Source: an optimization exercise on an open RTL-to-GDS flow (aim: small area, a short achievable clock period and few clock cycles per item). Production flows keep margins and buffers that such runs may drop.
The RTL was checked by simulation tests, not by an equivalence proof against the original design.

==> inputs of 02-05 <==
Design geofence, start of the top module:
module geofence ( clk,reset,X,Y,R,valid,is_inside);
input clk;
input reset;
input [9:0] X;
input [9:0] Y;
input [10:0] R;
output valid;
output is_inside;
reg [5:0] cyc;
reg valid_r, isin_r;
reg [1:0] opm;    
reg       npm;    
reg [2:0] npa, npb;
reg [2:0] nrot;   
reg       sq;     
reg [2:0] nre;    
reg       ce;     
reg [2:0] ci, cj;
reg       acc;    
localparam LAST = 6'd35;
always @(*) begin
    opm = 2'd0; sq = 1'b0; acc = 1'b0; ce = 1'b0; ci = 3'd0; cj = 3'd0;
    npm = 1'b0; npa = 3'd0; npb = 3'd0; nre = 3'd0; nrot = 3'd0;
    case (cyc)
    6'd0: begin opm = 2'd0; sq = 1'b0; acc = 1'b0; ce = 1'b0; ci = 3'd0; cj = 3'd0; npm = 1'b0; npa = 3'd0; npb = 3'd0; nre = 3'd0; nrot = 3'd1; end
    6'd1: begin opm = 2'd0; sq = 1'b0; acc = 1'b0; ce = 1'b0; ci = 3'd0; cj = 3'd0; npm = 1'b0; npa = 3'd0; npb = 3'd0; nre = 3'd0; nrot = 3'd2; end
    6'd2: begin opm = 2'd0; sq = 1'b0; acc = 1'b0; ce = 1'b0; ci = 3'd0; cj = 3'd0; npm = 1'b0; npa = 3'd1; npb = 3'd2; nre = 3'd0; nrot = 3'd3; end
    6'd3: begin opm = 2'd0; sq = 1'b0; acc = 1'b0; ce = 1'b0; ci = 3'd0; cj = 3'd0; npm = 1'b0; npa = 3'd1; npb = 3'd3; nre = 3'd0; nrot = 3'd4; end
    6'd4: begin opm = 2'd0; sq = 1'b0; acc = 1'b0; ce = 1'b0; ci = 3'd0; cj = 3'd0; npm = 1'b0; npa = 3'd2; npb = 3'd3; nre = 3'd0; nrot = 3'd5; end
    6'd5: begin opm = 2'd0; sq = 1'b0; acc = 1'b0; ce = 1'b1; ci = 3'd1; cj = 3'd2; npm = 1'b0; npa = 3'd1; npb = 3'd4; nre = 3'd0; nrot = 3'd0; end
    6'd6: begin opm = 2'd0; sq = 1'b0; acc = 1'b0; ce = 1'b1; ci = 3'd1; cj = 3'd3; npm = 1'b0; npa = 3'd2; npb = 3'd4; nre = 3'd0; nrot = 3'd1; end
  ...
Settings: LEC_CHECK=0, ABC_CLOCK_PERIOD_IN_PS=6000, CAP_MARGIN=20, CORE_MARGIN=2, CORE_UTILIZATION=40, SLEW_MARGIN=20; clock period 22.0 ns.
standard.sh (not shown) runs the stock make flow with config.mk's settings and CLKGATE_MAP_FILE= SYNTH_SCRIPT=/design/flow/synth_recipe.tcl, a recipe that flattens the netlist after the stock synthesis.
==> flow/flow/run.sh <==
#!/bin/bash
# The standard layout (the standard.sh, unchanged synthesis and steps),
# with repair_timing asked for 16.5 ns of extra setup slack so that it works
# on the paths that set the achieved period. Same clock and constraints.
set -euo pipefail
bash standard.sh SETUP_SLACK_MARGIN=16.5 finish > flow_make.log 2>&1
==> 08-23: changes against 02-05 <==
--- a/flow/design.v
+++ b/flow/design.v
@@ -574,13 +574,13 @@
         xb = xb | (ring[m][30:21] & {10{sb[m]}});
         yb = yb | (ring[m][20:11] & {10{sb[m]}});
         rb = rb | (ring[m][10:0]  & {11{srb[m]}});
     end
 end
 wire [10:0] sqo;             
-wire [10:0] sqo1;            
+wire [9:0]  sqo1;            
 reg  [11:0] rsum;            
 reg  [11:0] rdif;            
 wire [10:0] as = sqo;        
 reg  [21:0] p1, p2;          
 reg         g1, g2;          
 reg         gp1, gp2;        
@@ -664,13 +664,13 @@
 always @(posedge clk) begin
     for (m = 1; m < 6; m = m + 1)
         rank[m] <= rankn[m];
 end
 wire [21:0] sqi = sq ? p1 : p1 + p2;
 geofence_sqrt #(.NS(11), .CUT(11'b100_1001_000)) U_SQ (.clk(clk), .a(sqi), .root(sqo));
-geofence_sqrt #(.NS(11), .CUT(11'b100_1001_000)) U_SQ1 (.clk(clk), .a(p2), .root(sqo1));
+geofence_sqrt #(.NS(10), .CUT(10'b10_0100_100)) U_SQ1 (.clk(clk), .a(p2[19:0]), .root(sqo1));
 reg  [26:0] dacc;
 wire [26:0] dadd = {4'b0000, p1, 1'b0} + (gp2 ? {5'b00000, p2} : ~{5'b00000, p2}) + {26'd0, ~gp2};
 wire [26:0] dnew = dacc + dadd;
 always @(posedge clk) begin
     if (cyc == 6'd0)
         dacc <= 27'd0;
==> results.json <==
{
  "clock_buffers": 78,
  "outcome": "no timing/DRC/antenna violations",
  "regArea_mm2": 0.0115,
  "multi_input_area_share_pct": 60.4,
  "design.final.nets": 5506,
  "die_area_mm2": 0.106,
  "tritoncts_buffers": 60,
  "met3_usage_pct": 2.89
}
That was 02-05.
==> results.json <==
{
  "met3_usage_pct": 2.73,
  "synthSimpleGateAreaFrac_pct": 17.1,
  "synthesis.instances": 4807,
  "die_area_mm2": 0.106,
  "clock_buffers": 77,
  "multi_input_area_share_pct": 60.7,
  "synth_fp_nets": 5410,
  "tritoncts_buffers": 61,
  "vertical_extent_of_the_die_um": 325,
  "outcome": "no timing/DRC/antenna violations",
  "dr_wl_met2_um": 56800,
  "dpl_cell_area_mm2": 0.0429,
  "regArea_mm2": 0.0113,
  "route.detailed.drc": 0
}
That was 08-23.
Testbench counts of 02-05, summed over its fixed seeds: cycles 86,392, objects 2,400.
Testbench counts of 08-23, summed over its fixed seeds: cycles 86,392, objects 2,400.

========
==> build 51 <==
geofence, a different RTL version from the one above (not shown whole).
// geofence
module geofence ( clk,reset,X,Y,R,valid,is_inside);
input clk;
input reset;
input [9:0] X;
input [9:0] Y;
input [10:0] R;
output valid;
output is_inside;
reg [5:0] cyc;
reg valid_r, isin_r;
reg [1:0] opm;    
reg       npm;    
reg [2:0] npa, npb;
reg       sq;     
reg [2:0] nre;    
reg       ce;     
reg [2:0] ci, cj;
reg       acc;    
localparam LAST = 6'd35;
always @(*) begin
    opm = 2'd0; sq = 1'b0; acc = 1'b0; ce = 1'b0; ci = 3'd0; cj = 3'd0;
    npm = 1'b0; npa = 3'd0; npb = 3'd0; nre = 3'd0;
    case (cyc)
    6'd0: begin opm = 2'd0; sq = 1'b0; acc = 1'b0; ce = 1'b0; ci = 3'd0; cj = 3'd0; npm = 1'b0; npa = 3'd0; npb = 3'd0; nre = 3'd0; end
    6'd1: begin opm = 2'd0; sq = 1'b0; acc = 1'b0; ce = 1'b0; ci = 3'd0; cj = 3'd0; npm = 1'b0; npa = 3'd0; npb = 3'd0; nre = 3'd0; end
    6'd2: begin opm = 2'd0; sq = 1'b0; acc = 1'b0; ce = 1'b0; ci = 3'd0; cj = 3'd0; npm = 1'b0; npa = 3'd4; npb = 3'd5; nre = 3'd0; end
  ...
==> flow/config.mk <==
export PLATFORM = sky130hd
export DESIGN_NAME = geofence
export DESIGN_NICKNAME = geofence
export VERILOG_FILES = /design/flow/design.v
export SDC_FILE = /design/flow/constraint.sdc
export NUM_CORES = 4
export LEC_CHECK = 0
export ABC_CLOCK_PERIOD_IN_PS = 6000
export CAP_MARGIN = 20
export CORE_MARGIN = 2
export CORE_UTILIZATION = 40
export CTS_CLUSTER_DIAMETER = 150
export CTS_CLUSTER_SIZE = 20
export SLEW_MARGIN = 20
==> flow/constraint.sdc <==
create_clock -name core_clock -period 22.0 [get_ports {clk}]
set_input_delay 4.4000 -clock core_clock [delete_from_list [all_inputs] [get_ports {clk}]]
set_output_delay 4.4000 -clock core_clock [all_outputs]
set_load 0.01 [all_outputs]
==> flow/flow/run.sh <==
#!/bin/bash
# The standard layout (the standard.sh, unchanged synthesis and steps),
# with repair_timing asked for 16.3 ns of extra setup slack so that it works
# on the paths that set the achieved period. Same clock and constraints.
set -euo pipefail
bash standard.sh SETUP_SLACK_MARGIN=16.3 finish > flow_make.log 2>&1
==> build 95 (differences from build 51) <==
--- a/flow/design.v
+++ b/flow/design.v
@@ -478,20 +478,20 @@
     6'd13: begin opm = 2'd0; sq = 1'b0; acc = 1'b0; ce = 1'b1; ci = 3'd2; cj = 3'd4; npm = 1'b0; npa = 3'd0; npb = 3'd0; nre = 3'd0; end
     6'd14: begin opm = 2'd0; sq = 1'b0; acc = 1'b0; ce = 1'b1; ci = 3'd2; cj = 3'd3; npm = 1'b1; npa = 3'd0; npb = 3'd0; nre = 3'd0; end
     6'd15: begin opm = 2'd1; sq = 1'b0; acc = 1'b0; ce = 1'b0; ci = 3'd0; cj = 3'd0; npm = 1'b1; npa = 3'd1; npb = 3'd0; nre = 3'd0; end
     6'd16: begin opm = 2'd1; sq = 1'b0; acc = 1'b0; ce = 1'b0; ci = 3'd0; cj = 3'd0; npm = 1'b1; npa = 3'd2; npb = 3'd0; nre = 3'd0; end
     6'd17: begin opm = 2'd1; sq = 1'b0; acc = 1'b0; ce = 1'b0; ci = 3'd0; cj = 3'd0; npm = 1'b1; npa = 3'd3; npb = 3'd0; nre = 3'd0; end
     6'd18: begin opm = 2'd1; sq = 1'b0; acc = 1'b0; ce = 1'b0; ci = 3'd0; cj = 3'd0; npm = 1'b1; npa = 3'd4; npb = 3'd0; nre = 3'd0; end
     6'd19: begin opm = 2'd1; sq = 1'b0; acc = 1'b0; ce = 1'b0; ci = 3'd0; cj = 3'd0; npm = 1'b1; npa = 3'd5; npb = 3'd0; nre = 3'd0; end
-    6'd20: begin opm = 2'd1; sq = 1'b0; acc = 1'b0; ce = 1'b0; ci = 3'd0; cj = 3'd0; npm = 1'b0; npa = 3'd0; npb = 3'd0; nre = 3'd1; end
-    6'd21: begin opm = 2'd2; sq = 1'b0; acc = 1'b0; ce = 1'b0; ci = 3'd0; cj = 3'd0; npm = 1'b0; npa = 3'd0; npb = 3'd0; nre = 3'd2; end
-    6'd22: begin opm = 2'd2; sq = 1'b0; acc = 1'b0; ce = 1'b0; ci = 3'd0; cj = 3'd0; npm = 1'b0; npa = 3'd0; npb = 3'd0; nre = 3'd3; end
-    6'd23: begin opm = 2'd2; sq = 1'b1; acc = 1'b0; ce = 1'b0; ci = 3'd0; cj = 3'd0; npm = 1'b0; npa = 3'd0; npb = 3'd0; nre = 3'd4; end
-    6'd24: begin opm = 2'd2; sq = 1'b1; acc = 1'b0; ce = 1'b0; ci = 3'd0; cj = 3'd0; npm = 1'b0; npa = 3'd0; npb = 3'd0; nre = 3'd5; end
-    6'd25: begin opm = 2'd2; sq = 1'b1; acc = 1'b0; ce = 1'b0; ci = 3'd0; cj = 3'd0; npm = 1'b0; npa = 3'd0; npb = 3'd0; nre = 3'd0; end
+    6'd20: begin opm = 2'd1; sq = 1'b0; acc = 1'b0; ce = 1'b0; ci = 3'd0; cj = 3'd0; npm = 1'b0; npa = 3'd0; npb = 3'd0; nre = 3'd0; end
+    6'd21: begin opm = 2'd2; sq = 1'b0; acc = 1'b0; ce = 1'b0; ci = 3'd0; cj = 3'd0; npm = 1'b0; npa = 3'd0; npb = 3'd0; nre = 3'd1; end
+    6'd22: begin opm = 2'd2; sq = 1'b0; acc = 1'b0; ce = 1'b0; ci = 3'd0; cj = 3'd0; npm = 1'b0; npa = 3'd0; npb = 3'd0; nre = 3'd2; end
+    6'd23: begin opm = 2'd2; sq = 1'b1; acc = 1'b0; ce = 1'b0; ci = 3'd0; cj = 3'd0; npm = 1'b0; npa = 3'd0; npb = 3'd0; nre = 3'd3; end
+    6'd24: begin opm = 2'd2; sq = 1'b1; acc = 1'b0; ce = 1'b0; ci = 3'd0; cj = 3'd0; npm = 1'b0; npa = 3'd0; npb = 3'd0; nre = 3'd4; end
+    6'd25: begin opm = 2'd2; sq = 1'b1; acc = 1'b0; ce = 1'b0; ci = 3'd0; cj = 3'd0; npm = 1'b0; npa = 3'd0; npb = 3'd0; nre = 3'd5; end
     6'd26: begin opm = 2'd2; sq = 1'b1; acc = 1'b0; ce = 1'b0; ci = 3'd0; cj = 3'd0; npm = 1'b1; npa = 3'd0; npb = 3'd0; nre = 3'd0; end
     6'd27: begin opm = 2'd3; sq = 1'b1; acc = 1'b0; ce = 1'b0; ci = 3'd0; cj = 3'd0; npm = 1'b1; npa = 3'd1; npb = 3'd0; nre = 3'd0; end
     6'd28: begin opm = 2'd3; sq = 1'b1; acc = 1'b0; ce = 1'b0; ci = 3'd0; cj = 3'd0; npm = 1'b1; npa = 3'd2; npb = 3'd0; nre = 3'd0; end
     6'd29: begin opm = 2'd3; sq = 1'b0; acc = 1'b1; ce = 1'b0; ci = 3'd0; cj = 3'd0; npm = 1'b1; npa = 3'd3; npb = 3'd0; nre = 3'd0; end
     6'd30: begin opm = 2'd3; sq = 1'b0; acc = 1'b1; ce = 1'b0; ci = 3'd0; cj = 3'd0; npm = 1'b1; npa = 3'd4; npb = 3'd0; nre = 3'd0; end
     6'd31: begin opm = 2'd3; sq = 1'b0; acc = 1'b1; ce = 1'b0; ci = 3'd0; cj = 3'd0; npm = 1'b1; npa = 3'd5; npb = 3'd0; nre = 3'd0; end
     6'd32: begin opm = 2'd3; sq = 1'b0; acc = 1'b1; ce = 1'b0; ci = 3'd0; cj = 3'd0; npm = 1'b0; npa = 3'd0; npb = 3'd0; nre = 3'd0; end
@@ -565,24 +565,22 @@
         xb = xb | (ring[m][30:21] & {10{sb[m]}});
         yb = yb | (ring[m][20:11] & {10{sb[m]}});
         rb = rb | (ring[m][10:0]  & {11{srb[m]}});
     end
 end
 wire [10:0] sqo;             
 wire [9:0]  sqo1;            
-reg  [11:0] rsum;            
-reg  [11:0] rdif;            
+wire [11:0] rsum;            
+wire [11:0] rdif;            
 wire [10:0] as = sqo;        
 reg  [21:0] p1, p2;          
 reg         g1, g2;          
 reg         gp1, gp2;        
-always @(posedge clk) begin
-    rsum <= ra + rb;
-    rdif <= ra - rb;
-end
+assign rsum = ra + rb;
+assign rdif = ra - rb;
 reg [13:0] u1p, u1q, u2p, u2q, u3p, u3q, u4p, u4q;
 reg        sb1, sb2, sb3, sb4, hv;
 always @(*) begin
     sb1 = 1'b1; sb2 = 1'b1; sb3 = 1'b1; sb4 = 1'b1; hv = 1'b0;
     case (opm)
     2'd0: begin  
         u1p = xa;  u1q = x0;
@@ -645,19 +643,19 @@
 always @(*) begin
     for (m = 0; m < 6; m = m + 1)
         posn[m] = pos[m] + {2'b00, ce && (ccw ? (cj == m) : (ci == m))};
 end
 wire [21:0] sqi = sq ? p1 : p1 + p2;
 geofence_sqrt #(.NS(11), .CUT(11'b100_1001_000)) U_SQ (.clk(clk), .a(sqi), .root(sqo));
 geofence_sqrt #(.NS(10), .CUT(10'b10_0100_100)) U_SQ1 (.clk(clk), .a(p2[19:0]), .root(sqo1));
-reg  [26:0] dacc;
-wire [26:0] dadd = {4'b0000, p1, 1'b0} + (gp2 ? {5'b00000, p2} : ~{5'b00000, p2}) + {26'd0, ~gp2};
-wire [26:0] dnew = dacc + dadd;
+reg  [24:0] dacc;
+wire [24:0] dadd = {2'b00, p1, 1'b0} + (gp2 ? {3'b000, p2} : ~{3'b000, p2}) + {24'd0, ~gp2};
+wire [24:0] dnew = dacc + dadd;
 always @(posedge clk) begin
     if (cyc == 6'd0)
-        dacc <= 27'd0;
+        dacc <= 25'd0;
     else if (acc)
         dacc <= dnew;
     if (cyc == LAST - 6'd1)
-        isin_r <= dnew[26] || (dnew == 27'd0);
+        isin_r <= dnew[24] || (dnew == 25'd0);
 end
 endmodule
==> flow/flow/run.sh (replaced) <==
#!/bin/bash
# The standard layout (the standard.sh, unchanged synthesis and steps),
# with repair_timing asked for 16.5 ns of extra setup slack so that it works
# on the paths that set the achieved period. Same clock and constraints.
set -euo pipefail
bash standard.sh SETUP_SLACK_MARGIN=16.5 finish > flow_make.log 2>&1
Settings changed: CTS_CLUSTER_DIAMETER 150 to default, CTS_CLUSTER_SIZE 20 to default.
==> build 97 (differences from build 51) <==
--- a/flow/design.v
+++ b/flow/design.v
@@ -478,20 +478,20 @@
     6'd13: begin opm = 2'd0; sq = 1'b0; acc = 1'b0; ce = 1'b1; ci = 3'd2; cj = 3'd4; npm = 1'b0; npa = 3'd0; npb = 3'd0; nre = 3'd0; end
     6'd14: begin opm = 2'd0; sq = 1'b0; acc = 1'b0; ce = 1'b1; ci = 3'd2; cj = 3'd3; npm = 1'b1; npa = 3'd0; npb = 3'd0; nre = 3'd0; end
     6'd15: begin opm = 2'd1; sq = 1'b0; acc = 1'b0; ce = 1'b0; ci = 3'd0; cj = 3'd0; npm = 1'b1; npa = 3'd1; npb = 3'd0; nre = 3'd0; end
     6'd16: begin opm = 2'd1; sq = 1'b0; acc = 1'b0; ce = 1'b0; ci = 3'd0; cj = 3'd0; npm = 1'b1; npa = 3'd2; npb = 3'd0; nre = 3'd0; end
     6'd17: begin opm = 2'd1; sq = 1'b0; acc = 1'b0; ce = 1'b0; ci = 3'd0; cj = 3'd0; npm = 1'b1; npa = 3'd3; npb = 3'd0; nre = 3'd0; end
     6'd18: begin opm = 2'd1; sq = 1'b0; acc = 1'b0; ce = 1'b0; ci = 3'd0; cj = 3'd0; npm = 1'b1; npa = 3'd4; npb = 3'd0; nre = 3'd0; end
     6'd19: begin opm = 2'd1; sq = 1'b0; acc = 1'b0; ce = 1'b0; ci = 3'd0; cj = 3'd0; npm = 1'b1; npa = 3'd5; npb = 3'd0; nre = 3'd0; end
-    6'd20: begin opm = 2'd1; sq = 1'b0; acc = 1'b0; ce = 1'b0; ci = 3'd0; cj = 3'd0; npm = 1'b0; npa = 3'd0; npb = 3'd0; nre = 3'd1; end
-    6'd21: begin opm = 2'd2; sq = 1'b0; acc = 1'b0; ce = 1'b0; ci = 3'd0; cj = 3'd0; npm = 1'b0; npa = 3'd0; npb = 3'd0; nre = 3'd2; end
-    6'd22: begin opm = 2'd2; sq = 1'b0; acc = 1'b0; ce = 1'b0; ci = 3'd0; cj = 3'd0; npm = 1'b0; npa = 3'd0; npb = 3'd0; nre = 3'd3; end
-    6'd23: begin opm = 2'd2; sq = 1'b1; acc = 1'b0; ce = 1'b0; ci = 3'd0; cj = 3'd0; npm = 1'b0; npa = 3'd0; npb = 3'd0; nre = 3'd4; end
-    6'd24: begin opm = 2'd2; sq = 1'b1; acc = 1'b0; ce = 1'b0; ci = 3'd0; cj = 3'd0; npm = 1'b0; npa = 3'd0; npb = 3'd0; nre = 3'd5; end
-    6'd25: begin opm = 2'd2; sq = 1'b1; acc = 1'b0; ce = 1'b0; ci = 3'd0; cj = 3'd0; npm = 1'b0; npa = 3'd0; npb = 3'd0; nre = 3'd0; end
+    6'd20: begin opm = 2'd1; sq = 1'b0; acc = 1'b0; ce = 1'b0; ci = 3'd0; cj = 3'd0; npm = 1'b0; npa = 3'd0; npb = 3'd0; nre = 3'd0; end
+    6'd21: begin opm = 2'd2; sq = 1'b0; acc = 1'b0; ce = 1'b0; ci = 3'd0; cj = 3'd0; npm = 1'b0; npa = 3'd0; npb = 3'd0; nre = 3'd1; end
+    6'd22: begin opm = 2'd2; sq = 1'b0; acc = 1'b0; ce = 1'b0; ci = 3'd0; cj = 3'd0; npm = 1'b0; npa = 3'd0; npb = 3'd0; nre = 3'd2; end
+    6'd23: begin opm = 2'd2; sq = 1'b1; acc = 1'b0; ce = 1'b0; ci = 3'd0; cj = 3'd0; npm = 1'b0; npa = 3'd0; npb = 3'd0; nre = 3'd3; end
+    6'd24: begin opm = 2'd2; sq = 1'b1; acc = 1'b0; ce = 1'b0; ci = 3'd0; cj = 3'd0; npm = 1'b0; npa = 3'd0; npb = 3'd0; nre = 3'd4; end
+    6'd25: begin opm = 2'd2; sq = 1'b1; acc = 1'b0; ce = 1'b0; ci = 3'd0; cj = 3'd0; npm = 1'b0; npa = 3'd0; npb = 3'd0; nre = 3'd5; end
     6'd26: begin opm = 2'd2; sq = 1'b1; acc = 1'b0; ce = 1'b0; ci = 3'd0; cj = 3'd0; npm = 1'b1; npa = 3'd0; npb = 3'd0; nre = 3'd0; end
     6'd27: begin opm = 2'd3; sq = 1'b1; acc = 1'b0; ce = 1'b0; ci = 3'd0; cj = 3'd0; npm = 1'b1; npa = 3'd1; npb = 3'd0; nre = 3'd0; end
     6'd28: begin opm = 2'd3; sq = 1'b1; acc = 1'b0; ce = 1'b0; ci = 3'd0; cj = 3'd0; npm = 1'b1; npa = 3'd2; npb = 3'd0; nre = 3'd0; end
     6'd29: begin opm = 2'd3; sq = 1'b0; acc = 1'b1; ce = 1'b0; ci = 3'd0; cj = 3'd0; npm = 1'b1; npa = 3'd3; npb = 3'd0; nre = 3'd0; end
     6'd30: begin opm = 2'd3; sq = 1'b0; acc = 1'b1; ce = 1'b0; ci = 3'd0; cj = 3'd0; npm = 1'b1; npa = 3'd4; npb = 3'd0; nre = 3'd0; end
     6'd31: begin opm = 2'd3; sq = 1'b0; acc = 1'b1; ce = 1'b0; ci = 3'd0; cj = 3'd0; npm = 1'b1; npa = 3'd5; npb = 3'd0; nre = 3'd0; end
     6'd32: begin opm = 2'd3; sq = 1'b0; acc = 1'b1; ce = 1'b0; ci = 3'd0; cj = 3'd0; npm = 1'b0; npa = 3'd0; npb = 3'd0; nre = 3'd0; end
@@ -565,24 +565,22 @@
         xb = xb | (ring[m][30:21] & {10{sb[m]}});
         yb = yb | (ring[m][20:11] & {10{sb[m]}});
         rb = rb | (ring[m][10:0]  & {11{srb[m]}});
     end
 end
 wire [10:0] sqo;             
 wire [9:0]  sqo1;            
-reg  [11:0] rsum;            
-reg  [11:0] rdif;            
+wire [11:0] rsum;            
+wire [11:0] rdif;            
 wire [10:0] as = sqo;        
 reg  [21:0] p1, p2;          
 reg         g1, g2;          
 reg         gp1, gp2;        
-always @(posedge clk) begin
-    rsum <= ra + rb;
-    rdif <= ra - rb;
-end
+assign rsum = ra + rb;
+assign rdif = ra - rb;
 reg [13:0] u1p, u1q, u2p, u2q, u3p, u3q, u4p, u4q;
 reg        sb1, sb2, sb3, sb4, hv;
 always @(*) begin
     sb1 = 1'b1; sb2 = 1'b1; sb3 = 1'b1; sb4 = 1'b1; hv = 1'b0;
     case (opm)
     2'd0: begin  
         u1p = xa;  u1q = x0;
@@ -643,21 +641,21 @@
 wire p2gt = p2 > p1;
 wire ccw = gp2 ? (gp1 ? p2gt : 1'b1) : (gp1 ? 1'b0 : !p2gt);
 always @(*) begin
     for (m = 0; m < 6; m = m + 1)
         posn[m] = pos[m] + {2'b00, ce && (ccw ? (cj == m) : (ci == m))};
 end
 wire [21:0] sqi = sq ? p1 : p1 + p2;
-geofence_sqrt #(.NS(11), .CUT(11'b100_1001_000)) U_SQ (.clk(clk), .a(sqi), .root(sqo));
-geofence_sqrt #(.NS(10), .CUT(10'b10_0100_100)) U_SQ1 (.clk(clk), .a(p2[19:0]), .root(sqo1));
-reg  [26:0] dacc;
-wire [26:0] dadd = {4'b0000, p1, 1'b0} + (gp2 ? {5'b00000, p2} : ~{5'b00000, p2}) + {26'd0, ~gp2};
-wire [26:0] dnew = dacc + dadd;
+geofence_sqrt #(.NS(11), .CUT(11'b001_0100_1000)) U_SQ (.clk(clk), .a(sqi), .root(sqo));
+geofence_sqrt #(.NS(10), .CUT(10'b00_1010_1000)) U_SQ1 (.clk(clk), .a(p2[19:0]), .root(sqo1));
+reg  [24:0] dacc;
+wire [24:0] dadd = {2'b00, p1, 1'b0} + (gp2 ? {3'b000, p2} : ~{3'b000, p2}) + {24'd0, ~gp2};
+wire [24:0] dnew = dacc + dadd;
 always @(posedge clk) begin
     if (cyc == 6'd0)
-        dacc <= 27'd0;
+        dacc <= 25'd0;
     else if (acc)
         dacc <= dnew;
     if (cyc == LAST - 6'd1)
-        isin_r <= dnew[26] || (dnew == 27'd0);
+        isin_r <= dnew[24] || (dnew == 25'd0);
 end
 endmodule
==> build 75 (differences from build 51) <==
==> flow/flow/run.sh (replaced) <==
#!/bin/bash
# The standard layout (the standard.sh, unchanged synthesis and steps),
# with repair_timing asked for 16.5 ns of extra setup slack so that it works
# on the paths that set the achieved period. Same clock and constraints.
set -euo pipefail
bash standard.sh SETUP_SLACK_MARGIN=16.5 finish > flow_make.log 2>&1
Settings changed: CTS_CLUSTER_DIAMETER 150 to default, CTS_CLUSTER_SIZE 20 to default.
==> comparison <==
Global-route usage, lowest first: build 51, build 75, build 97, build 95. Between build 95 and build 75, the lower synthesized cell count is in build 95 (gap 1.5%, measured against build 75). Design area, highest first: build 95, build 75, build 51, build 97. Hold slack, highest first: build 51, build 97, build 75, build 95. Core utilization: build 95 is higher than build 75 (1.5 points). Register-to-register slack is about the same in build 97 and build 75. Of build 75 and build 97, build 75 has the higher via count (gap about 4%, measured against build 97).
==> figures <==
|  | build 95 | build 51 | build 75 | build 97 |
|---|---|---|---|---|
| Status | no timing/DRC/antenna violations | no timing/DRC/antenna violations | no timing/DRC/antenna violations | no timing/DRC/antenna violations |
| Average cell area after synthesis | 8.64 sq um | 8.75 sq um | 8.75 sq um | 8.78 sq um |
| TAP cells | 1265 | 1287 | 1287 | 1265 |
| Die Y-Extent | 314 microns | 318 microns | 318 microns | 313 microns |
| Die Outline Area | 0.0984 sq mm | 0.101 sq mm | 0.101 sq mm | 0.0979 sq mm |
| TritonCTS buffer count | 59 | 31 | 58 | 30 |
| Number of filler cells placed in the layout | 9079 | 9613 | 9413 | 9244 |
| Global-route usage over all layers | 22.3% | 20.8% | 21.0% | 21.4% |
| Cell count after placement | 5585 | 5680 | 5680 | 5503 |
| Arr. time, crit path | 1290 ps | 1260 ps | 1170 ps | 1180 ps |
| Final standard cell area without fillers | 0.0450 sq mm | 0.0430 sq mm | 0.0449 sq mm | 0.0416 sq mm |
| Buffers inserted during post-CTS setup optimization | 53 | 9 | 28 | 15 |
| Post-Synth XOR/XNOR Area | 7.38% | 6.94% | 6.94% | 7.44% |
| Startpoint of the worst hold path | U_SQ.st[5].n.c.a_r[4] | U_SQ.st[8].n.c.a_r[1] | U_SQ.st[5].n.c.a_r[7] | U_SQ.st[5].n.c.a_r[7] |
| Clock transition at the register clock pins on the worst setup and hold paths after CTS | 60 ps | 100 ps | 60 ps | 80 ps |
| Count of routing violations after the opening detailed-route iteration | 2663 | 2031 | 2175 | 2444 |
| Via-to-Cell Ratio | 5.51 | 5.43 | 5.39 | 5.45 |
| FF+latch area | 0.0109 sq mm | 0.0113 sq mm | 0.0114 sq mm | 0.0109 sq mm |
| WHS Endpoint | U_SQ.st[8].n.c.a_r[4] | U_SQ.st[11].n.c.a_r[1] | U_SQ.st[8].n.c.a_r[7] | U_SQ.st[8].n.c.a_r[7] |
| Number of buffers other than clock buffers in the final layout | 192 | 118 | 148 | 111 |
Testbench counts of build 51, summed over its fixed seeds: cycles 86,392, objects 2,400.
Testbench counts of build 95, summed over its fixed seeds: cycles 86,392, objects 2,400.
Testbench counts of build 97, summed over its fixed seeds: cycles 86,392, objects 2,400.
Testbench counts of build 75, summed over its fixed seeds: cycles 86,392, objects 2,400.

## port drivers added, routing unchanged
The flow's constraints put no driver on any port. The routed layouts listed below were extracted and timed again, unchanged, in two steps.
Step 1 sets driving cells, clkbuf_16 on the clock port and buf_2 on the other inputs (assumed; they add their load-dependent delay and slew).
Step 2 also shifts input and output timing later by t, the mid clock arrival at the registers, as if the neighbouring blocks saw the same clock.
Three values: ideal, step 1, step 2; two values: the first two.
| run | shift t [ns] | slack for setup (ns) | pins driven straight from the clock port |
|---|---|---|---|
| 02-05 | 0.720 | 16.437 / 16.367 / 16.477 | 1 |
| 08-23 | 0.717 | 16.418 / 16.353 / 16.483 | 1 |
| build 51 | 0.703 | 16.340 / 16.278 / 16.484 | 1 |
| build 95 | 0.696 | 16.312 / 16.250 / 16.541 | 1 |
| build 97 | 0.693 | 16.417 / 16.355 / 16.491 | 1 |
| build 75 | 0.705 | 16.434 / 16.369 / 16.476 | 1 |
After both steps every run listed still meets setup and hold.
